What follows belongs to an exercise in optimizing a design on an open flow for small area and a short achievable clock period; a production flow would make more cautious choices. At most, simulation tests tie the RTL to the original design; equivalence was not proved. The RTL of run 1 was laid out without a check of its function. Power figures rest on the tool's default switching activity, not on a simulated workload.

==> flow/design.v (outline; a module is shown in full before it is edited, if it fits) <==
// module fp_mul_tree: 708 lines
// module fp_fa: 4 lines
// module fp_ha: 4 lines
// module fpu: 157 lines
module fpu #(
    parameter WIDTH = 24
)(
    input   logic clk,
    input   wire logic [WIDTH - 1:0] a,
    input   wire logic [WIDTH - 1:0] b,
    input   wire logic [3:0]         opcode,
    output  logic [WIDTH - 1:0] result
);
  // ...
==> flow/run.sh <==
#!/bin/bash
# synth_recipe.tcl (not shown) runs the flow's synth.tcl, then flattens the netlist and writes it again
# the make line also repeats each setting of config.mk as NAME=value (left out here)
make -C /OpenROAD-flow-scripts/flow DESIGN_CONFIG=/design/flow/config.mk WORK_HOME=/design/flow/orfs CLKGATE_MAP_FILE= SYNTH_SCRIPT=/design/flow/synth_recipe.tcl finish
==> flow/config.mk <==
export PLATFORM = sky130hd
export DESIGN_NAME = fpu
export DESIGN_NICKNAME = fpu
export VERILOG_FILES = /design/flow/design.v
export SDC_FILE = /design/flow/constraint.sdc
export NUM_CORES = 4
export LEC_CHECK = 0
export CAP_MARGIN = 20
export CORE_MARGIN = 2
export CORE_UTILIZATION = 40
export SETUP_SLACK_MARGIN = 5
export SLEW_MARGIN = 20
export SYNTH_HIERARCHICAL = 1
export SYNTH_MINIMUM_KEEP_SIZE = 0
==> flow/constraint.sdc <==
create_clock -name core_clock -period 8.5 [get_ports {clk}]
set_input_delay 1.7000 -clock core_clock [delete_from_list [all_inputs] [get_ports {clk}]]
set_output_delay 1.7000 -clock core_clock [all_outputs]
set_load 0.01 [all_outputs]
==> flow_metrics.env, run 1 <==
export IMPL_cp_start_kind="flip-flop"
export IMPL_grt_usage=0.281
export IMPL_crit_type="reg2reg"
export IMPL_rrSetupSlack_ps=4020
export IMPL_multi_input_cells=1570
export IMPL_sequential_cell_total=128
export IMPL_period_share=0.527
export IMPL_reg2reg_to="d2[15]"
export IMPL_first_pass_iters=7
export IMPL_final_nets=2389
export IMPL_clk_latency_ps=490
export IMPL_die_h_microns=216
export IMPL_wl_met3_mm=5.08
export IMPL_required_ps=8910
export IMPL_gr_usage_met1=0.375
export IMPL_cts_hold_buffers=0
export IMPL_largestClassByArea="multi-input gates"
export IMPL_hold_path_class="reg2reg"
export IMPL_multi_input_area_sq_um=15100
export IMPL_min_delay_start="d2[40]"
export IMPL_hold_viol=0
export IMPL_final_cell_area_sq_um=21900
export IMPL_pwr_share_comb=0.682
export IMPL_gp_congestion=0.938
export IMPL_worstSetupStartpoint="b1[15]"
export IMPL_pg_clk_mw=0.762
export IMPL_setup_slack_ps=4020
export IMPL_clock_sinks=128
export IMPL_largest_reg_flops=44
export IMPL_outcome="timing/DRC/antenna clean"
export IMPL_critPathMaxFanout=4
export IMPL_grt_ovfl_total=0
export IMPL_antennaDiodeCount=1
==> module fpu, before the edit <==
module fpu #(
    parameter WIDTH = 24
)(
    input   logic clk,
    input   wire logic [WIDTH - 1:0] a,
    input   wire logic [WIDTH - 1:0] b,
    input   wire logic [3:0]         opcode,
    output  logic [WIDTH - 1:0] result
);
    function automatic [17:0] add17(input [16:0] x, input [16:0] y, input ci);
        logic [17:0] g, p, gn, pn, p0;
        g[0] = ci;
        p[0] = 1'b0;
        for (int i = 0; i < 17; i++) begin
            g[i + 1] = x[i] & y[i];
            p[i + 1] = x[i] ^ y[i];
        end
        p0 = p;
        for (int l = 0; l < 5; l++) begin
            gn = g;
            pn = p;
            for (int i = 0; i < 18; i++)
                if (((i >> l) & 1) == 1) begin
                    gn[i] = g[i] | (p[i] & g[((i >> l) << l) - 1]);
                    pn[i] = p[i] & p[((i >> l) << l) - 1];
                end
            g = gn;
            p = pn;
        end
        for (int i = 0; i < 17; i++)
            add17[i] = p0[i + 1] ^ g[i];
        add17[17] = g[17];
    endfunction
    wire       abig  = a[22:0] > b[22:0];
    wire [3:0] dab   = a[18:15] - b[18:15];
    logic [23:0] a1, b1;
    logic [3:0]  op1;
    logic        abig1;
    logic [3:0]  sh1;      
    always_ff @(posedge clk) begin
        a1    <= a;
        b1    <= b;
        op1   <= opcode;
        abig1 <= abig;
        sh1   <= abig ? dab : 4'd0 - dab;
    end
    wire is_as   = (op1 == 4'b0000) || (op1 == 4'b0100);
    wire is_max  = (op1 == 4'b0001);
    wire is_min  = (op1 == 4'b0010);
    wire is_fl   = (op1 == 4'b1000);
    wire is_ce   = (op1 == 4'b1001);
    wire is_mul  = (op1 == 4'b0011);
    wire is_abs  = (op1 == 4'b0101);
    wire is_neg  = (op1 == 4'b0110);
    wire        sa = a1[23];
    wire [7:0]  ea = a1[22:15];
    wire [14:0] fa = a1[14:0];
    wire        sb = b1[23];
    wire [7:0]  eb = b1[22:15];
    wire [14:0] fb = b1[14:0];
    wire [15:0] ma     = {ea != 8'd0, fa};
    wire [15:0] mb     = {eb != 8'd0, fb};
    wire        sbx    = sb ^ op1[2];
    wire [15:0] maxm   = abig1 ? ma : mb;
    wire [15:0] minm   = abig1 ? mb : ma;
    wire [7:0]  maxe   = abig1 ? ea : eb;
    wire [15:0] shm    = minm >> sh1;
    wire        effsub = sa ^ sbx;
    wire        ssign  = abig1 ? sa : sbx;
    wire [17:0] sum    = add17({1'b0, maxm}, {1'b0, effsub ? ~shm : shm}, effsub);
    wire        a_gt = (sa == sb) ? (abig1 ^ sa) : sb;
    wire [23:0] mm   = (a_gt ^ is_min) ? a1 : b1;
    wire [22:0] th;
    genvar k;
    generate for (k = 0; k < 23; k = k + 1) begin : g_th
        assign th[k] = ea >= 8'(128 + k);
    end endgenerate
    wire [14:0] fmask;     
    wire [14:0] cm;        
    wire [14:0] hm;        
    generate for (k = 0; k < 15; k = k + 1) begin : g_masks
        assign fmask[k] = th[14 - k];
        assign cm[k]    = th[8 + k];
        assign hm[k]    = th[22 - k];
    end endgenerate
    wire [14:0] rf   = fa & fmask;
    wire        fhf  = |(fa & ~fmask);
    wire        frz  = ~|rf;
    wire        lt1  = ~th[0] & (ea != 8'd127);
    wire        fup  = sa & fhf;
    wire [23:0] fl_r = {sa, lt1 ? 8'd0 : (fup & frz) ? ea + 8'd1 : ea,
                        rf[14:1], rf[0] | (fup & ~frz)};
    wire        chf  = ~th[22] & |(fa & cm);
    wire [14:0] cx   = fa | ~hm;
    wire [15:0] cpa;                       
    assign cpa[0] = 1'b1;
    generate for (k = 0; k < 15; k = k + 1) begin : g_cpa
        assign cpa[k + 1] = cpa[k] & cx[k];
    end endgenerate
    wire [23:0] ce_r = ~chf ? a1 :
                       sa   ? {1'b1, ea, fa & ~cm} :
                              {1'b0, ea + {7'd0, cpa[15]}, fa ^ (hm & cpa[14:0])};
    wire [23:0] pass_r =
        (is_max | is_min) ? mm :
        is_fl  ? fl_r :
        is_ce  ? ce_r :
        is_abs ? {1'b0, a1[22:0]} :
        is_neg ? {~sa, a1[22:0]} :
        (sa ? 24'hbf8000 : 24'h3f8000);
    wire [31:0] r0, r1;
    fp_mul_tree u_tree (.fa(fa), .fb(fb), .r0(r0), .r1(r1));
    wire [17:0] lo    = add17({2'b0, r0[14:0]}, {2'b0, r1[14:0]}, 1'b0);
    wire [8:0]  sum9  = {1'b0, ea} + {1'b0, eb};
    wire [8:0]  e9    = sum9 - 9'd127;
    wire        mzero = (ea == 8'd0) || (eb == 8'd0) || (sum9 < 9'd128);
    wire        movf  = sum9 >= 9'd382;
    wire        meq   = sum9 == 9'd381;
    wire        msign = sa ^ sb;
    logic        k_mul, k_as, k_sub;
    logic [43:0] d2;
    always_ff @(posedge clk) begin
        k_mul <= is_mul;
        k_as  <= is_as;
        k_sub <= effsub;
        if (is_mul)
            d2 <= {meq, movf, mzero, msign, e9[7:0], lo[15], r1[29:15], r0[30:15]};
        else if (is_as)
            d2 <= {18'd0, ssign, maxe, sum[16:0]};
        else
            d2 <= {20'd0, pass_r};
    end
    wire [16:0] m  = d2[16:0];
    wire [7:0]  me = d2[24:17];
    wire        ms = d2[25];
    logic [3:0] lz;
    always_comb begin
        lz = 4'd15;
        for (int i = 0; i < 16; i++)
            if (m[i]) lz = 4'(15 - i);
    end
    wire [15:0] nsh   = m[15:0] << lz;
    wire [23:0] add_r = m[16] ? {ms, me + 8'd1, m[15:1]} : {ms, me, m[14:0]};
    wire [23:0] sub_r = (m[15:0] == 16'd0) ? {ms, 23'd0} : {ms, me - {4'd0, lz}, nsh[14:0]};
    wire [17:0] p     = add17({1'b0, d2[15:0]}, {2'b01, d2[30:16]}, d2[31]);
    wire [7:0]  pe    = d2[39:32] + {7'd0, p[16]};
    wire [14:0] pm    = p[16] ? p[15:1] : p[14:0];
    wire        povf  = d2[42] | (d2[43] & p[16]);
    wire [23:0] mul_r = d2[41] ? 24'd0 : povf ? 24'h7f8000 : {d2[40], pe, pm};
    always_ff @(posedge clk) begin
        if (k_mul)
            result <= mul_r;
        else if (k_as)
            result <= k_sub ? sub_r : add_r;
        else
            result <= d2[23:0];
    end
endmodule
==> run 2: changes to the inputs <==
--- a/flow/design.v
+++ b/flow/design.v
@@ -714,6 +714,292 @@
     assign s  = a ^ b;
     assign co = a & b;
 endmodule
+module fp_add17 (
+    input  wire [16:0] x,
+    input  wire [16:0] y,
+    input  wire ci,
+    output wire [16:0] s,
+    output wire co
+);
+    wire [17:0] g0, p0;
+    assign g0[0] = ci;
+    assign p0[0] = 1'b0;
+    assign g0[17:1] = x & y;
+    assign p0[17:1] = x ^ y;
+    wire g1_1;
+    fp_gc u_0_1 (.gh(g0[1]), .ph(p0[1]), .gl(g0[0]), .g(g1_1));
+    wire g1_3, p1_3;
+    fp_pgc u_0_3 (.gh(g0[3]), .ph(p0[3]), .gl(g0[2]), .pl(p0[2]), .g(g1_3), .p(p1_3));
+    wire g1_5, p1_5;
+    fp_pgc u_0_5 (.gh(g0[5]), .ph(p0[5]), .gl(g0[4]), .pl(p0[4]), .g(g1_5), .p(p1_5));
+    wire g1_7, p1_7;
+    fp_pgc u_0_7 (.gh(g0[7]), .ph(p0[7]), .gl(g0[6]), .pl(p0[6]), .g(g1_7), .p(p1_7));
+    wire g1_9, p1_9;
+    fp_pgc u_0_9 (.gh(g0[9]), .ph(p0[9]), .gl(g0[8]), .pl(p0[8]), .g(g1_9), .p(p1_9));
+    wire g1_11, p1_11;
+    fp_pgc u_0_11 (.gh(g0[11]), .ph(p0[11]), .gl(g0[10]), .pl(p0[10]), .g(g1_11), .p(p1_11));
+    wire g1_13, p1_13;
+    fp_pgc u_0_13 (.gh(g0[13]), .ph(p0[13]), .gl(g0[12]), .pl(p0[12]), .g(g1_13), .p(p1_13));
+    wire g1_15, p1_15;
+    fp_pgc u_0_15 (.gh(g0[15]), .ph(p0[15]), .gl(g0[14]), .pl(p0[14]), .g(g1_15), .p(p1_15));
+    wire g1_17, p1_17;
+    fp_pgc u_0_17 (.gh(g0[17]), .ph(p0[17]), .gl(g0[16]), .pl(p0[16]), .g(g1_17), .p(p1_17));
+    wire g2_2;
+    fp_gc u_1_2 (.gh(g0[2]), .ph(p0[2]), .gl(g1_1), .g(g2_2));
+    wire g2_3;
+    fp_gc u_1_3 (.gh(g1_3), .ph(p1_3), .gl(g1_1), .g(g2_3));
+    wire g2_6, p2_6;
+    fp_pgc u_1_6 (.gh(g0[6]), .ph(p0[6]), .gl(g1_5), .pl(p1_5), .g(g2_6), .p(p2_6));
+    wire g2_7, p2_7;
+    fp_pgc u_1_7 (.gh(g1_7), .ph(p1_7), .gl(g1_5), .pl(p1_5), .g(g2_7), .p(p2_7));
+    wire g2_10, p2_10;
+    fp_pgc u_1_10 (.gh(g0[10]), .ph(p0[10]), .gl(g1_9), .pl(p1_9), .g(g2_10), .p(p2_10));
+    wire g2_11, p2_11;
+    fp_pgc u_1_11 (.gh(g1_11), .ph(p1_11), .gl(g1_9), .pl(p1_9), .g(g2_11), .p(p2_11));
+    wire g2_14, p2_14;
+    fp_pgc u_1_14 (.gh(g0[14]), .ph(p0[14]), .gl(g1_13), .pl(p1_13), .g(g2_14), .p(p2_14));
+    wire g2_15, p2_15;
+    fp_pgc u_1_15 (.gh(g1_15), .ph(p1_15), .gl(g1_13), .pl(p1_13), .g(g2_15), .p(p2_15));
+    wire g3_4;
+    fp_gc u_2_4 (.gh(g0[4]), .ph(p0[4]), .gl(g2_3), .g(g3_4));
+    wire g3_5;
+    fp_gc u_2_5 (.gh(g1_5), .ph(p1_5), .gl(g2_3), .g(g3_5));
+    wire g3_6;
+    fp_gc u_2_6 (.gh(g2_6), .ph(p2_6), .gl(g2_3), .g(g3_6));
+    wire g3_7;
+    fp_gc u_2_7 (.gh(g2_7), .ph(p2_7), .gl(g2_3), .g(g3_7));
+    wire g3_12, p3_12;
+    fp_pgc u_2_12 (.gh(g0[12]), .ph(p0[12]), .gl(g2_11), .pl(p2_11), .g(g3_12), .p(p3_12));
+    wire g3_13, p3_13;
+    fp_pgc u_2_13 (.gh(g1_13), .ph(p1_13), .gl(g2_11), .pl(p2_11), .g(g3_13), .p(p3_13));
+    wire g3_14, p3_14;
+    fp_pgc u_2_14 (.gh(g2_14), .ph(p2_14), .gl(g2_11), .pl(p2_11), .g(g3_14), .p(p3_14));
+    wire g3_15, p3_15;
+    fp_pgc u_2_15 (.gh(g2_15), .ph(p2_15), .gl(g2_11), .pl(p2_11), .g(g3_15), .p(p3_15));
+    wire g4_8;
+    fp_gc u_3_8 (.gh(g0[8]), .ph(p0[8]), .gl(g3_7), .g(g4_8));
+    wire g4_9;
+    fp_gc u_3_9 (.gh(g1_9), .ph(p1_9), .gl(g3_7), .g(g4_9));
+    wire g4_10;
+    fp_gc u_3_10 (.gh(g2_10), .ph(p2_10), .gl(g3_7), .g(g4_10));
+    wire g4_11;
+    fp_gc u_3_11 (.gh(g2_11), .ph(p2_11), .gl(g3_7), .g(g4_11));
+    wire g4_12;
+    fp_gc u_3_12 (.gh(g3_12), .ph(p3_12), .gl(g3_7), .g(g4_12));
+    wire g4_13;
+    fp_gc u_3_13 (.gh(g3_13), .ph(p3_13), .gl(g3_7), .g(g4_13));
+    wire g4_14;
+    fp_gc u_3_14 (.gh(g3_14), .ph(p3_14), .gl(g3_7), .g(g4_14));
+    wire g4_15;
+    fp_gc u_3_15 (.gh(g3_15), .ph(p3_15), .gl(g3_7), .g(g4_15));
+    wire g5_16;
+    fp_gc u_4_16 (.gh(g0[16]), .ph(p0[16]), .gl(g4_15), .g(g5_16));
+    wire g5_17;
+    fp_gc u_4_17 (.gh(g1_17), .ph(p1_17), .gl(g4_15), .g(g5_17));
+    assign s[0] = p0[1] ^ g0[0];
+    assign s[1] = p0[2] ^ g1_1;
+    assign s[2] = p0[3] ^ g2_2;
+    assign s[3] = p0[4] ^ g2_3;
+    assign s[4] = p0[5] ^ g3_4;
+    assign s[5] = p0[6] ^ g3_5;
+    assign s[6] = p0[7] ^ g3_6;
+    assign s[7] = p0[8] ^ g3_7;
+    assign s[8] = p0[9] ^ g4_8;
+    assign s[9] = p0[10] ^ g4_9;
+    assign s[10] = p0[11] ^ g4_10;
+    assign s[11] = p0[12] ^ g4_11;
+    assign s[12] = p0[13] ^ g4_12;
+    assign s[13] = p0[14] ^ g4_13;
+    assign s[14] = p0[15] ^ g4_14;
+    assign s[15] = p0[16] ^ g4_15;
+    assign s[16] = p0[17] ^ g5_16;
+    assign co = g5_17;
+endmodule
+module fp_add22 (
+    input  wire [21:0] x,
+    input  wire [21:0] y,
+    input  wire ci,
+    output wire [21:0] s,
+    output wire co
+);
+    wire [22:0] g0, p0;
+    assign g0[0] = ci;
+    assign p0[0] = 1'b0;
+    assign g0[22:1] = x & y;
+    assign p0[22:1] = x ^ y;
+    wire g1_1;
+    fp_gc u_0_1 (.gh(g0[1]), .ph(p0[1]), .gl(g0[0]), .g(g1_1));
+    wire g1_3, p1_3;
+    fp_pgc u_0_3 (.gh(g0[3]), .ph(p0[3]), .gl(g0[2]), .pl(p0[2]), .g(g1_3), .p(p1_3));
+    wire g1_5, p1_5;
+    fp_pgc u_0_5 (.gh(g0[5]), .ph(p0[5]), .gl(g0[4]), .pl(p0[4]), .g(g1_5), .p(p1_5));
+    wire g1_7, p1_7;
+    fp_pgc u_0_7 (.gh(g0[7]), .ph(p0[7]), .gl(g0[6]), .pl(p0[6]), .g(g1_7), .p(p1_7));
+    wire g1_9, p1_9;
+    fp_pgc u_0_9 (.gh(g0[9]), .ph(p0[9]), .gl(g0[8]), .pl(p0[8]), .g(g1_9), .p(p1_9));
+    wire g1_11, p1_11;
+    fp_pgc u_0_11 (.gh(g0[11]), .ph(p0[11]), .gl(g0[10]), .pl(p0[10]), .g(g1_11), .p(p1_11));
+    wire g1_13, p1_13;
+    fp_pgc u_0_13 (.gh(g0[13]), .ph(p0[13]), .gl(g0[12]), .pl(p0[12]), .g(g1_13), .p(p1_13));
+    wire g1_15, p1_15;
+    fp_pgc u_0_15 (.gh(g0[15]), .ph(p0[15]), .gl(g0[14]), .pl(p0[14]), .g(g1_15), .p(p1_15));
+    wire g1_17, p1_17;
+    fp_pgc u_0_17 (.gh(g0[17]), .ph(p0[17]), .gl(g0[16]), .pl(p0[16]), .g(g1_17), .p(p1_17));
+    wire g1_19, p1_19;
+    fp_pgc u_0_19 (.gh(g0[19]), .ph(p0[19]), .gl(g0[18]), .pl(p0[18]), .g(g1_19), .p(p1_19));
+    wire g1_21, p1_21;
+    fp_pgc u_0_21 (.gh(g0[21]), .ph(p0[21]), .gl(g0[20]), .pl(p0[20]), .g(g1_21), .p(p1_21));
+    wire g2_2;
+    fp_gc u_1_2 (.gh(g0[2]), .ph(p0[2]), .gl(g1_1), .g(g2_2));
+    wire g2_3;
+    fp_gc u_1_3 (.gh(g1_3), .ph(p1_3), .gl(g1_1), .g(g2_3));
+    wire g2_6, p2_6;
+    fp_pgc u_1_6 (.gh(g0[6]), .ph(p0[6]), .gl(g1_5), .pl(p1_5), .g(g2_6), .p(p2_6));
+    wire g2_7, p2_7;
+    fp_pgc u_1_7 (.gh(g1_7), .ph(p1_7), .gl(g1_5), .pl(p1_5), .g(g2_7), .p(p2_7));
+    wire g2_10, p2_10;
+    fp_pgc u_1_10 (.gh(g0[10]), .ph(p0[10]), .gl(g1_9), .pl(p1_9), .g(g2_10), .p(p2_10));
+    wire g2_11, p2_11;
+    fp_pgc u_1_11 (.gh(g1_11), .ph(p1_11), .gl(g1_9), .pl(p1_9), .g(g2_11), .p(p2_11));
+    wire g2_14, p2_14;
+    fp_pgc u_1_14 (.gh(g0[14]), .ph(p0[14]), .gl(g1_13), .pl(p1_13), .g(g2_14), .p(p2_14));
+    wire g2_15, p2_15;
+    fp_pgc u_1_15 (.gh(g1_15), .ph(p1_15), .gl(g1_13), .pl(p1_13), .g(g2_15), .p(p2_15));
+    wire g2_18, p2_18;
+    fp_pgc u_1_18 (.gh(g0[18]), .ph(p0[18]), .gl(g1_17), .pl(p1_17), .g(g2_18), .p(p2_18));
+    wire g2_19, p2_19;
+    fp_pgc u_1_19 (.gh(g1_19), .ph(p1_19), .gl(g1_17), .pl(p1_17), .g(g2_19), .p(p2_19));
+    wire g2_22, p2_22;
+    fp_pgc u_1_22 (.gh(g0[22]), .ph(p0[22]), .gl(g1_21), .pl(p1_21), .g(g2_22), .p(p2_22));
+    wire g3_4;
+    fp_gc u_2_4 (.gh(g0[4]), .ph(p0[4]), .gl(g2_3), .g(g3_4));
+    wire g3_5;
+    fp_gc u_2_5 (.gh(g1_5), .ph(p1_5), .gl(g2_3), .g(g3_5));
+    wire g3_6;
+    fp_gc u_2_6 (.gh(g2_6), .ph(p2_6), .gl(g2_3), .g(g3_6));
+    wire g3_7;
+    fp_gc u_2_7 (.gh(g2_7), .ph(p2_7), .gl(g2_3), .g(g3_7));
+    wire g3_12, p3_12;
+    fp_pgc u_2_12 (.gh(g0[12]), .ph(p0[12]), .gl(g2_11), .pl(p2_11), .g(g3_12), .p(p3_12));
+    wire g3_13, p3_13;
+    fp_pgc u_2_13 (.gh(g1_13), .ph(p1_13), .gl(g2_11), .pl(p2_11), .g(g3_13), .p(p3_13));
+    wire g3_14, p3_14;
+    fp_pgc u_2_14 (.gh(g2_14), .ph(p2_14), .gl(g2_11), .pl(p2_11), .g(g3_14), .p(p3_14));
+    wire g3_15, p3_15;
+    fp_pgc u_2_15 (.gh(g2_15), .ph(p2_15), .gl(g2_11), .pl(p2_11), .g(g3_15), .p(p3_15));
+    wire g3_20, p3_20;
+    fp_pgc u_2_20 (.gh(g0[20]), .ph(p0[20]), .gl(g2_19), .pl(p2_19), .g(g3_20), .p(p3_20));
+    wire g3_21, p3_21;
+    fp_pgc u_2_21 (.gh(g1_21), .ph(p1_21), .gl(g2_19), .pl(p2_19), .g(g3_21), .p(p3_21));
+    wire g3_22, p3_22;
+    fp_pgc u_2_22 (.gh(g2_22), .ph(p2_22), .gl(g2_19), .pl(p2_19), .g(g3_22), .p(p3_22));
+    wire g4_8;
+    fp_gc u_3_8 (.gh(g0[8]), .ph(p0[8]), .gl(g3_7), .g(g4_8));
+    wire g4_9;
+    fp_gc u_3_9 (.gh(g1_9), .ph(p1_9), .gl(g3_7), .g(g4_9));
+    wire g4_10;
+    fp_gc u_3_10 (.gh(g2_10), .ph(p2_10), .gl(g3_7), .g(g4_10));
+    wire g4_11;
+    fp_gc u_3_11 (.gh(g2_11), .ph(p2_11), .gl(g3_7), .g(g4_11));
+    wire g4_12;
+    fp_gc u_3_12 (.gh(g3_12), .ph(p3_12), .gl(g3_7), .g(g4_12));
+    wire g4_13;
+    fp_gc u_3_13 (.gh(g3_13), .ph(p3_13), .gl(g3_7), .g(g4_13));
+    wire g4_14;
+    fp_gc u_3_14 (.gh(g3_14), .ph(p3_14), .gl(g3_7), .g(g4_14));
+    wire g4_15;
+    fp_gc u_3_15 (.gh(g3_15), .ph(p3_15), .gl(g3_7), .g(g4_15));
+    wire g5_16;
+    fp_gc u_4_16 (.gh(g0[16]), .ph(p0[16]), .gl(g4_15), .g(g5_16));
+    wire g5_17;
+    fp_gc u_4_17 (.gh(g1_17), .ph(p1_17), .gl(g4_15), .g(g5_17));
+    wire g5_18;
+    fp_gc u_4_18 (.gh(g2_18), .ph(p2_18), .gl(g4_15), .g(g5_18));
+    wire g5_19;
+    fp_gc u_4_19 (.gh(g2_19), .ph(p2_19), .gl(g4_15), .g(g5_19));
+    wire g5_20;
+    fp_gc u_4_20 (.gh(g3_20), .ph(p3_20), .gl(g4_15), .g(g5_20));
+    wire g5_21;
+    fp_gc u_4_21 (.gh(g3_21), .ph(p3_21), .gl(g4_15), .g(g5_21));
+    wire g5_22;
+    fp_gc u_4_22 (.gh(g3_22), .ph(p3_22), .gl(g4_15), .g(g5_22));
+    assign s[0] = p0[1] ^ g0[0];
+    assign s[1] = p0[2] ^ g1_1;
+    assign s[2] = p0[3] ^ g2_2;
+    assign s[3] = p0[4] ^ g2_3;
+    assign s[4] = p0[5] ^ g3_4;
+    assign s[5] = p0[6] ^ g3_5;
+    assign s[6] = p0[7] ^ g3_6;
+    assign s[7] = p0[8] ^ g3_7;
+    assign s[8] = p0[9] ^ g4_8;
+    assign s[9] = p0[10] ^ g4_9;
+    assign s[10] = p0[11] ^ g4_10;
+    assign s[11] = p0[12] ^ g4_11;
+    assign s[12] = p0[13] ^ g4_12;
+    assign s[13] = p0[14] ^ g4_13;
+    assign s[14] = p0[15] ^ g4_14;
+    assign s[15] = p0[16] ^ g4_15;
+    assign s[16] = p0[17] ^ g5_16;
+    assign s[17] = p0[18] ^ g5_17;
+    assign s[18] = p0[19] ^ g5_18;
+    assign s[19] = p0[20] ^ g5_19;
+    assign s[20] = p0[21] ^ g5_20;
+    assign s[21] = p0[22] ^ g5_21;
+    assign co = g5_22;
+endmodule
+module fp_cy10 (
+    input  wire [9:0] x,
+    input  wire [9:0] y,
+    output wire co
+);
+    wire [10:0] g0, p0;
+    assign g0[0] = 1'b0;
+    assign p0[0] = 1'b0;
+    assign g0[10:1] = x & y;
+    assign p0[10:1] = x ^ y;
+    wire g1_1;
+    fp_gc u_0_1 (.gh(g0[1]), .ph(p0[1]), .gl(g0[0]), .g(g1_1));
+    wire g1_3, p1_3;
+    fp_pgc u_0_3 (.gh(g0[3]), .ph(p0[3]), .gl(g0[2]), .pl(p0[2]), .g(g1_3), .p(p1_3));
+    wire g1_5, p1_5;
+    fp_pgc u_0_5 (.gh(g0[5]), .ph(p0[5]), .gl(g0[4]), .pl(p0[4]), .g(g1_5), .p(p1_5));
+    wire g1_7, p1_7;
+    fp_pgc u_0_7 (.gh(g0[7]), .ph(p0[7]), .gl(g0[6]), .pl(p0[6]), .g(g1_7), .p(p1_7));
+    wire g1_9, p1_9;
+    fp_pgc u_0_9 (.gh(g0[9]), .ph(p0[9]), .gl(g0[8]), .pl(p0[8]), .g(g1_9), .p(p1_9));
+    wire g2_2;
+    fp_gc u_1_2 (.gh(g0[2]), .ph(p0[2]), .gl(g1_1), .g(g2_2));
+    wire g2_3;
+    fp_gc u_1_3 (.gh(g1_3), .ph(p1_3), .gl(g1_1), .g(g2_3));
+    wire g2_6, p2_6;
+    fp_pgc u_1_6 (.gh(g0[6]), .ph(p0[6]), .gl(g1_5), .pl(p1_5), .g(g2_6), .p(p2_6));
+    wire g2_7, p2_7;
+    fp_pgc u_1_7 (.gh(g1_7), .ph(p1_7), .gl(g1_5), .pl(p1_5), .g(g2_7), .p(p2_7));
+    wire g2_10, p2_10;
+    fp_pgc u_1_10 (.gh(g0[10]), .ph(p0[10]), .gl(g1_9), .pl(p1_9), .g(g2_10), .p(p2_10));
+    wire g3_4;
+    fp_gc u_2_4 (.gh(g0[4]), .ph(p0[4]), .gl(g2_3), .g(g3_4));
+    wire g3_5;
+    fp_gc u_2_5 (.gh(g1_5), .ph(p1_5), .gl(g2_3), .g(g3_5));
+    wire g3_6;
+    fp_gc u_2_6 (.gh(g2_6), .ph(p2_6), .gl(g2_3), .g(g3_6));
+    wire g3_7;
+    fp_gc u_2_7 (.gh(g2_7), .ph(p2_7), .gl(g2_3), .g(g3_7));
+    wire g4_8;
+    fp_gc u_3_8 (.gh(g0[8]), .ph(p0[8]), .gl(g3_7), .g(g4_8));
+    wire g4_9;
+    fp_gc u_3_9 (.gh(g1_9), .ph(p1_9), .gl(g3_7), .g(g4_9));
+    wire g4_10;
+    fp_gc u_3_10 (.gh(g2_10), .ph(p2_10), .gl(g3_7), .g(g4_10));
+    assign co = g4_10;
+endmodule
+module fp_gc (input wire gh, input wire ph, input wire gl, output wire g);
+    assign g = gh | (ph & gl);
+endmodule
+module fp_pgc (input wire gh, input wire ph, input wire gl, input wire pl, output wire g, output wire p);
+    assign g = gh | (ph & gl);
+    assign p = ph & pl;
+endmodule
 module fpu #(
     parameter WIDTH = 24
 )(
@@ -723,42 +1009,21 @@
     input   wire logic [3:0]         opcode,
     output  logic [WIDTH - 1:0] result
 );
-    function automatic [17:0] add17(input [16:0] x, input [16:0] y, input ci);
-        logic [17:0] g, p, gn, pn, p0;
-        g[0] = ci;
-        p[0] = 1'b0;
-        for (int i = 0; i < 17; i++) begin
-            g[i + 1] = x[i] & y[i];
-            p[i + 1] = x[i] ^ y[i];
-        end
-        p0 = p;
-        for (int l = 0; l < 5; l++) begin
-            gn = g;
-            pn = p;
-            for (int i = 0; i < 18; i++)
-                if (((i >> l) & 1) == 1) begin
-                    gn[i] = g[i] | (p[i] & g[((i >> l) << l) - 1]);
-                    pn[i] = p[i] & p[((i >> l) << l) - 1];
-                end
-            g = gn;
-            p = pn;
-        end
-        for (int i = 0; i < 17; i++)
-            add17[i] = p0[i + 1] ^ g[i];
-        add17[17] = g[17];
-    endfunction
     wire       abig  = a[22:0] > b[22:0];
     wire [3:0] dab   = a[18:15] - b[18:15];
     logic [23:0] a1, b1;
     logic [3:0]  op1;
     logic        abig1;
     logic [3:0]  sh1;      
+    logic        ha1, hb1;  
     always_ff @(posedge clk) begin
         a1    <= a;
         b1    <= b;
         op1   <= opcode;
         abig1 <= abig;
         sh1   <= abig ? dab : 4'd0 - dab;
+        ha1   <= a[22:15] != 8'd0;
+        hb1   <= b[22:15] != 8'd0;
     end
     wire is_as   = (op1 == 4'b0000) || (op1 == 4'b0100);
     wire is_max  = (op1 == 4'b0001);
@@ -774,8 +1039,8 @@
     wire        sb = b1[23];
     wire [7:0]  eb = b1[22:15];
     wire [14:0] fb = b1[14:0];
-    wire [15:0] ma     = {ea != 8'd0, fa};
-    wire [15:0] mb     = {eb != 8'd0, fb};
+    wire [15:0] ma     = {ha1, fa};
+    wire [15:0] mb     = {hb1, fb};
     wire        sbx    = sb ^ op1[2];
     wire [15:0] maxm   = abig1 ? ma : mb;
     wire [15:0] minm   = abig1 ? mb : ma;
@@ -783,7 +1048,10 @@
     wire [15:0] shm    = minm >> sh1;
     wire        effsub = sa ^ sbx;
     wire        ssign  = abig1 ? sa : sbx;
-    wire [17:0] sum    = add17({1'b0, maxm}, {1'b0, effsub ? ~shm : shm}, effsub);
+    wire [16:0] sum;
+    wire        sum_co;
+    fp_add17 u_add (.x({1'b0, maxm}), .y({1'b0, effsub ? ~shm : shm}), .ci(effsub),
+                    .s(sum), .co(sum_co));
     wire        a_gt = (sa == sb) ? (abig1 ^ sa) : sb;
     wire [23:0] mm   = (a_gt ^ is_min) ? a1 : b1;
     wire [22:0] th;
@@ -825,25 +1093,26 @@
         (sa ? 24'hbf8000 : 24'h3f8000);
     wire [31:0] r0, r1;
     fp_mul_tree u_tree (.fa(fa), .fb(fb), .r0(r0), .r1(r1));
-    wire [17:0] lo    = add17({2'b0, r0[14:0]}, {2'b0, r1[14:0]}, 1'b0);
+    wire        lo_co;     
+    fp_cy10 u_lo (.x(r0[9:0]), .y(r1[9:0]), .co(lo_co));
     wire [8:0]  sum9  = {1'b0, ea} + {1'b0, eb};
     wire [8:0]  e9    = sum9 - 9'd127;
-    wire        mzero = (ea == 8'd0) || (eb == 8'd0) || (sum9 < 9'd128);
+    wire        mzero = ~ha1 || ~hb1 || (sum9 < 9'd128);
     wire        movf  = sum9 >= 9'd382;
     wire        meq   = sum9 == 9'd381;
     wire        msign = sa ^ sb;
     logic        k_mul, k_as, k_sub;
-    logic [43:0] d2;
+    logic [53:0] d2;
     always_ff @(posedge clk) begin
         k_mul <= is_mul;
         k_as  <= is_as;
         k_sub <= effsub;
         if (is_mul)
-            d2 <= {meq, movf, mzero, msign, e9[7:0], lo[15], r1[29:15], r0[30:15]};
+            d2 <= {meq, movf, mzero, msign, e9[7:0], lo_co, r1[29:10], r0[30:10]};
         else if (is_as)
-            d2 <= {18'd0, ssign, maxe, sum[16:0]};
+            d2 <= {28'd0, ssign, maxe, sum};
         else
-            d2 <= {20'd0, pass_r};
+            d2 <= {30'd0, pass_r};
     end
     wire [16:0] m  = d2[16:0];
     wire [7:0]  me = d2[24:17];
@@ -857,11 +1126,17 @@
     wire [15:0] nsh   = m[15:0] << lz;
     wire [23:0] add_r = m[16] ? {ms, me + 8'd1, m[15:1]} : {ms, me, m[14:0]};
     wire [23:0] sub_r = (m[15:0] == 16'd0) ? {ms, 23'd0} : {ms, me - {4'd0, lz}, nsh[14:0]};
-    wire [17:0] p     = add17({1'b0, d2[15:0]}, {2'b01, d2[30:16]}, d2[31]);
-    wire [7:0]  pe    = d2[39:32] + {7'd0, p[16]};
+    wire [21:0] ps;                        
+    wire        ps_co;
+    fp_add22 u_cpa (.x({1'b0, d2[20:0]}), .y({2'b01, d2[40:21]}), .ci(d2[41]),
+                    .s(ps), .co(ps_co));
+    wire [16:0] p     = ps[21:5];          
+    wire [7:0]  pe0   = d2[49:42];
+    wire [7:0]  pe1   = d2[49:42] + 8'd1;
+    wire [7:0]  pe    = p[16] ? pe1 : pe0;
     wire [14:0] pm    = p[16] ? p[15:1] : p[14:0];
-    wire        povf  = d2[42] | (d2[43] & p[16]);
-    wire [23:0] mul_r = d2[41] ? 24'd0 : povf ? 24'h7f8000 : {d2[40], pe, pm};
+    wire        povf  = d2[52] | (d2[53] & p[16]);
+    wire [23:0] mul_r = d2[51] ? 24'd0 : povf ? 24'h7f8000 : {d2[50], pe, pm};
     always_ff @(posedge clk) begin
         if (k_mul)
             result <= mul_r;
--- a/flow/config.mk
+++ b/flow/config.mk
@@ -8,7 +8,7 @@
 export CAP_MARGIN = 20
 export CORE_MARGIN = 2
 export CORE_UTILIZATION = 40
-export SETUP_SLACK_MARGIN = 5
+export SETUP_SLACK_MARGIN = 4
 export SLEW_MARGIN = 20
 export SYNTH_HIERARCHICAL = 1
 export SYNTH_MINIMUM_KEEP_SIZE = 0
==> flow_metrics.env, run 2 <==
export IMPL_wl_met3_mm=4.52
export IMPL_start_util=0.407
export IMPL_power_frac_clock=0.177
export IMPL_dieArea_sq_um=49400
export IMPL_power_density_nw_per_um2=214
export IMPL_multi_input_area_sq_um=14900
export IMPL_largest_reg_flops=54
export IMPL_finalPower_mw=4.39
export IMPL_clock_path_buffers=2
export IMPL_timing_rr_start="a1[5]"
export IMPL_slowest_stage="a222oi_1"
export IMPL_drc_errors=0
export IMPL_pin_count=77
export IMPL_drive_above_1_share=0.145
export IMPL_drt_wl_total_mm=62.8
export IMPL_h_tree_depth=4
export IMPL_fp_row_count=79
export IMPL_cap_violations=0
export IMPL_worst_path_buf_inv=1
export IMPL_area_delta_synth_final_pct=7.41
export IMPL_yosys_warnings=8
export IMPL_gp_congestion=0.970
export IMPL_critPathArrivalTime_ps=4800
export IMPL_syn_inst=2087
export IMPL_ant_nets=0
export IMPL_finalSetupTns_ps=0
export IMPL_syn_avg_cell_area_sq_um=9.13
export IMPL_grt_ovfl_total=0
export IMPL_hpwl_mm=45.8
export IMPL_crit_type="reg2reg"
export IMPL_drt_iter0_markers=1481
export IMPL_wl_met2_mm=29.0
export IMPL_cts_hold_buffers=0
export IMPL_port_buffers=76
export IMPL_intPower_mw=2.38
export IMPL_fin_util=0.438
export IMPL_clk_latency_ps=490
export IMPL_seqPwrFrac=0.214
export IMPL_rsz0062_at_grt="true"
export IMPL_setup_slack_ps=4040
export IMPL_grt_usage=0.258
export IMPL_met1_length_mm=27.2
export IMPL_ir_drop_uv=132
export IMPL_slew_viol_final=0
export IMPL_wl_per_cell_microns=23.8
export IMPL_power_leakage_nw=9.02
export IMPL_crit_path_end_kind="flip-flop"
export IMPL_outcome="timing/DRC/antenna clean"
export IMPL_vias=15900
export IMPL_relSlewSlack=0.228
export IMPL_cp_start_kind="flip-flop"
export IMPL_required_ps=8840
export IMPL_layout_commonest_cell="fa_1"
export IMPL_regMostFlops="d2"
export IMPL_top_layer="met4"
export IMPL_clk_pin_slew_ps=80
export IMPL_antenna_found_initial=1
export IMPL_grt_pass1_vias=16300
export IMPL_final_nets=2386
export IMPL_worst_pin_slew_ps=1150
export IMPL_cpPeakStageDelay_ps=660
export IMPL_final_cell_area_sq_um=20500
export IMPL_p_sw_frac=0.459
export IMPL_via_per_inst=6.00
export IMPL_crit_chain="buf_6 > and2_2 > fa_1 > fa_1 > fa_1 > fa_1 > fa_1 > fa_2 > a222oi_1 > o211ai_1"
export IMPL_first_pass_iters=6
export IMPL_clock_sinks=140
export IMPL_setup_viol=0
export IMPL_cpLargestDelayFamily="adder cells"
export IMPL_fill_cells=4595
export IMPL_antennaDiodeCount=0
export IMPL_cts_made_buffers=17
export IMPL_regArea_sq_um=2830
export IMPL_critPathMaxFanout=28
export IMPL_die_h_microns=222
export IMPL_grt_first_pass_wirelength_mm=97.9
export IMPL_synthesis_area_sq_um=19000
export IMPL_core_area_sq_um=46800
export IMPL_min_delay_start="d2[50]"
export IMPL_pwr_share_comb=0.609
export IMPL_period_share=0.525
export IMPL_stdcell_count=2644
export IMPL_cts_tree="built"
export IMPL_dp_cells=2610
export IMPL_skew_ps=19.2
export IMPL_place_area_sq_um=19700
export IMPL_hold_path_class="reg2reg"
export IMPL_root_buffer="clkbuf_16"
export IMPL_most_common_layout_cells="196 x fa_1, 162 x and2_1, 134 x and2_2"
export IMPL_post_place_ws_ps=3670
export IMPL_worstSetupStartpoint="a1[5]"
export IMPL_hold_viol=0
export IMPL_p_sw_mw=2.01
export IMPL_die_w_microns=222
export IMPL_min_period_ps=4460
export IMPL_max_freq_mhz=224
export IMPL_cpMostUsedCell="fa_1"
export IMPL_whs_ps=529
export IMPL_grt_max_degree=45
## run 2: changes by cell type in the layout (fill, tap and decap cells not counted), sizes merged, moves of 15 or more
cell,before,now
a21o,32,105
and2,240,298
buf,149,39
clkdlybuf4s50,60,76
nand3,47,29
nor2,118,103
xnor2,51,33
xor2,20,51
## run 2: cell type report
cell class                 instances  area share
timing repair buffer             116      0.0561
multi-input combinational       1686       0.728
clock buffer                      17      0.0208
sequential                       140       0.138
inverter                          63      0.0116
tap                              607      0.0371
clock inverter                    15     0.00856
## run 2: path summary, 6_finish.rpt
check | end | slack (ps) | depth (start not counted)
setup / recovery | d2[10] | 4040 | 10
hold / removal | result[23] | 530 | 2
setup reg to reg | d2[10] | 4040 | 10
hold reg to reg | result[23] | 530 | 2
## run 2: tightest hold or removal path: stages (launching register included)
cell     delay, ps
dfxtp_1        300
inv_1           50
o22ai_1        110
## run 2: power by group through the flow
stage               Combinational, mW  Clock (mW)  Sequential [mW]
floorplan                        2.15           0            0.846
global placement                 2.58           0            0.945
detailed placement               2.61           0            0.948
CTS                              2.62       0.792            0.932
global route                     2.91       0.821            0.952
finish                           2.67       0.776            0.939
## run 2: metal layers
layer / up-vias / track usage
met2: 692 / 0.416
met1: 7912 / 0.347
met5: - / 0
met4: 0 / 0.0920
li1: 7133 / -
met3: 124 / 0.0477
## run 2: repair_timing
action	in CTS	in global routing
pin swaps	1	3
gates resized for setup	15	24
gates cloned	0	1
hold endpoints to repair	0	0
endpoints found under the setup margin	10	8
setup buffers	0	1
==> run 3: changes to the inputs <==
--- a/flow/config.mk
+++ b/flow/config.mk
@@ -8,7 +8,7 @@
 export CAP_MARGIN = 20
 export CORE_MARGIN = 2
 export CORE_UTILIZATION = 40
-export SETUP_SLACK_MARGIN = 4
+export SETUP_SLACK_MARGIN = 5
 export SLEW_MARGIN = 20
 export SYNTH_HIERARCHICAL = 1
 export SYNTH_MINIMUM_KEEP_SIZE = 0
==> flow_metrics.env, run 3 <==
export IMPL_cts_hold_buffers=0
export IMPL_crit_path_end_kind="flip-flop"
export IMPL_cap_violations=0
export IMPL_die_h_microns=222
export IMPL_ir_drop_uv=150
export IMPL_layout_commonest_cell="and2_1"
export IMPL_dieArea_sq_um=49400
export IMPL_syn_inst=2087
export IMPL_power_density_nw_per_um2=210
export IMPL_syn_avg_cell_area_sq_um=9.13
export IMPL_slowest_stage="fa_1"
export IMPL_grt_max_degree=38
export IMPL_port_buffers=76
export IMPL_hpwl_mm=45.3
export IMPL_die_w_microns=222
export IMPL_clock_sinks=140
export IMPL_worst_path_buf_inv=1
export IMPL_wl_per_cell_microns=25.0
export IMPL_cpLargestDelayFamily="adder cells"
export IMPL_power_leakage_nw=9.85
export IMPL_hold_viol=0
export IMPL_met1_length_mm=28.3
export IMPL_cpMostUsedCell="fa_1"
export IMPL_final_nets=2513
export IMPL_root_buffer="clkbuf_16"
export IMPL_grt_ovfl_total=0
export IMPL_antenna_found_initial=1
export IMPL_largest_reg_flops=54
export IMPL_cpPeakStageDelay_ps=560
export IMPL_most_common_layout_cells="143 x and2_1, 132 x fa_1, 122 x and2_2"
export IMPL_vias=16900
export IMPL_crit_chain="buf_12 > and2_4 > fa_1 > fa_1 > fa_1 > fa_2 > fa_1 > fa_2 > a222oi_1 > o211ai_1"
export IMPL_outcome="timing/DRC/antenna clean"
export IMPL_drive_above_1_share=0.289
export IMPL_max_freq_mhz=253
export IMPL_wl_met2_mm=31.3
export IMPL_cts_made_buffers=17
export IMPL_clock_path_buffers=2
export IMPL_finalSetupTns_ps=0
export IMPL_min_period_ps=3950
export IMPL_setup_viol=0
export IMPL_skew_ps=21.8
export IMPL_grt_usage=0.282
export IMPL_top_layer="met5"
export IMPL_start_util=0.407
export IMPL_ant_nets=0
export IMPL_regMostFlops="d2"
export IMPL_hold_path_class="reg2reg"
export IMPL_grt_first_pass_wirelength_mm=105
export IMPL_drt_wl_total_mm=69.4
export IMPL_rsz0062_at_grt="true"
export IMPL_crit_type="reg2reg"
export IMPL_pin_count=77
export IMPL_cts_tree="built"
export IMPL_slew_viol_final=0
export IMPL_clk_pin_slew_ps=70
export IMPL_required_ps=8850
export IMPL_drc_errors=0
export IMPL_wl_met3_mm=6.28
export IMPL_relSlewSlack=0.333
export IMPL_via_per_inst=6.08
export IMPL_core_area_sq_um=46800
export IMPL_h_tree_depth=4
export IMPL_critPathArrivalTime_ps=4300
export IMPL_fp_row_count=79
export IMPL_area_delta_synth_final_pct=18.2
export IMPL_fin_util=0.482
export IMPL_drt_iter0_markers=1751
export IMPL_period_share=0.464
export IMPL_cp_start_kind="flip-flop"
export IMPL_critPathMaxFanout=5
export IMPL_gp_congestion=0.984
export IMPL_synthesis_area_sq_um=19000
export IMPL_worst_pin_slew_ps=1000
export IMPL_clk_latency_ps=490
export IMPL_yosys_warnings=8
export IMPL_first_pass_iters=6
export IMPL_grt_pass1_vias=17000
==> run 3: worst reg2reg max path: cells and delay by family, from the launching register on <==
kind	cells	cell delay, ps
and+or+nand+nor	1	140
DFF	1	350
adders and majority gates	6	2650
AOI/OAI and AO/OA	2	550
buffers and inverters	1	130
==> run 3: timing repair <==
action / 4_1_cts / 5_1_grt
endpoints found under the setup margin: 62 / 56
cloned: 4 / 0
buffers inserted: 123 / 18
pin swaps: 93 / 72
resized for setup: 213 / 98
==> run 3: cell type report <==
| class | count | area, sq um |
|---|---|---|
| Antenna cell | 1 | 2.50 |
| Clock buffer | 18 | 429 |
| Clock inverter | 14 | 153 |
| Fill cell | 4351 | 24200 |
| Inverter | 63 | 246 |
| Multi-Input combinational cell | 1687 | 15600 |
| Sequential cell | 140 | 2950 |
| Tap cell | 607 | 759 |
| Timing Repair Buffer | 242 | 2400 |
==> run 3: metal layers <==
layer,global-route usage,vias up
met5,0,-
met3,0.0677,221
met1,0.361,8300
met4,0.142,2
li1,-,7409
met2,0.443,923
==> run 3: worst paths after layout <==
check                           slack [ps]  cells past startpoint          to    from
worst min-delay path                   520                      2  result[23]  d2[50]
worst min register to register         520                      2  result[23]  d2[50]
worst max-delay path                  4550                     10       d2[6]   a1[0]
worst max register to register        4550                     10       d2[6]   a1[0]
==> run 3: where the power goes <==
part           internal (mW)  total, mW  switching, mW
combinational           1.43       3.01           1.58
clock                  0.415      0.773          0.358
sequential             0.754      0.939          0.184
==> run 3: per-stage QoR <==
| stage | power (mW) | instance area, sq um | instances | hold slack (ps) | worst slack [ps] |
|---|---|---|---|---|---|
| detailed placement | 3.55 | 19800 | 2594 | 515 | 3970 |
| finish | 4.72 | 22500 | 2772 | 515 | 4550 |
| floorplan | 3.09 | 19300 | 2090 | 437 | 4650 |
| global route | 5.00 | 22500 | 2771 | 538 | 4490 |
| CTS | 4.57 | 22100 | 2753 | 524 | 4560 |
| global placement | 3.51 | 19800 | 2594 | 524 | 4050 |

[separate check: timing with driven ports]
The flow's constraints put no driver on any port. The routed layouts listed below were extracted and timed again, unchanged, in two steps.
Step 1: set_driving_cell puts a clkbuf_16 on clk and a buf_2 on each other input, an assumption about the parent block.
Step 2 moves the port delays by t, midway between the first and last clock arrival at a register: inputs arrive t later, outputs are due t later. That takes back most of the time a late clock gives input paths.
Three values: ideal ports, drivers, drivers and shift; two values: the first two.
run	t, ns	setup WS [ns]	worst register clock-pin slew, ns	worst slew at a driven data input, ns	pins driven straight from the clock port
run 1	0.544	4.022 / 4.022 / 4.022	0.07 / 0.07	0.04	1
run 2	0.537	4.040 / 4.040 / 3.984	0.08 / 0.08	0.05	1
run 3	0.542	4.552 / 4.552 / 4.552	0.08 / 0.08	0.05	1
After both steps setup and hold are still met in every run listed. The setup slack of run 2, which loses most, moves by 0.000 ns with the drivers and by -0.056 ns with both steps.
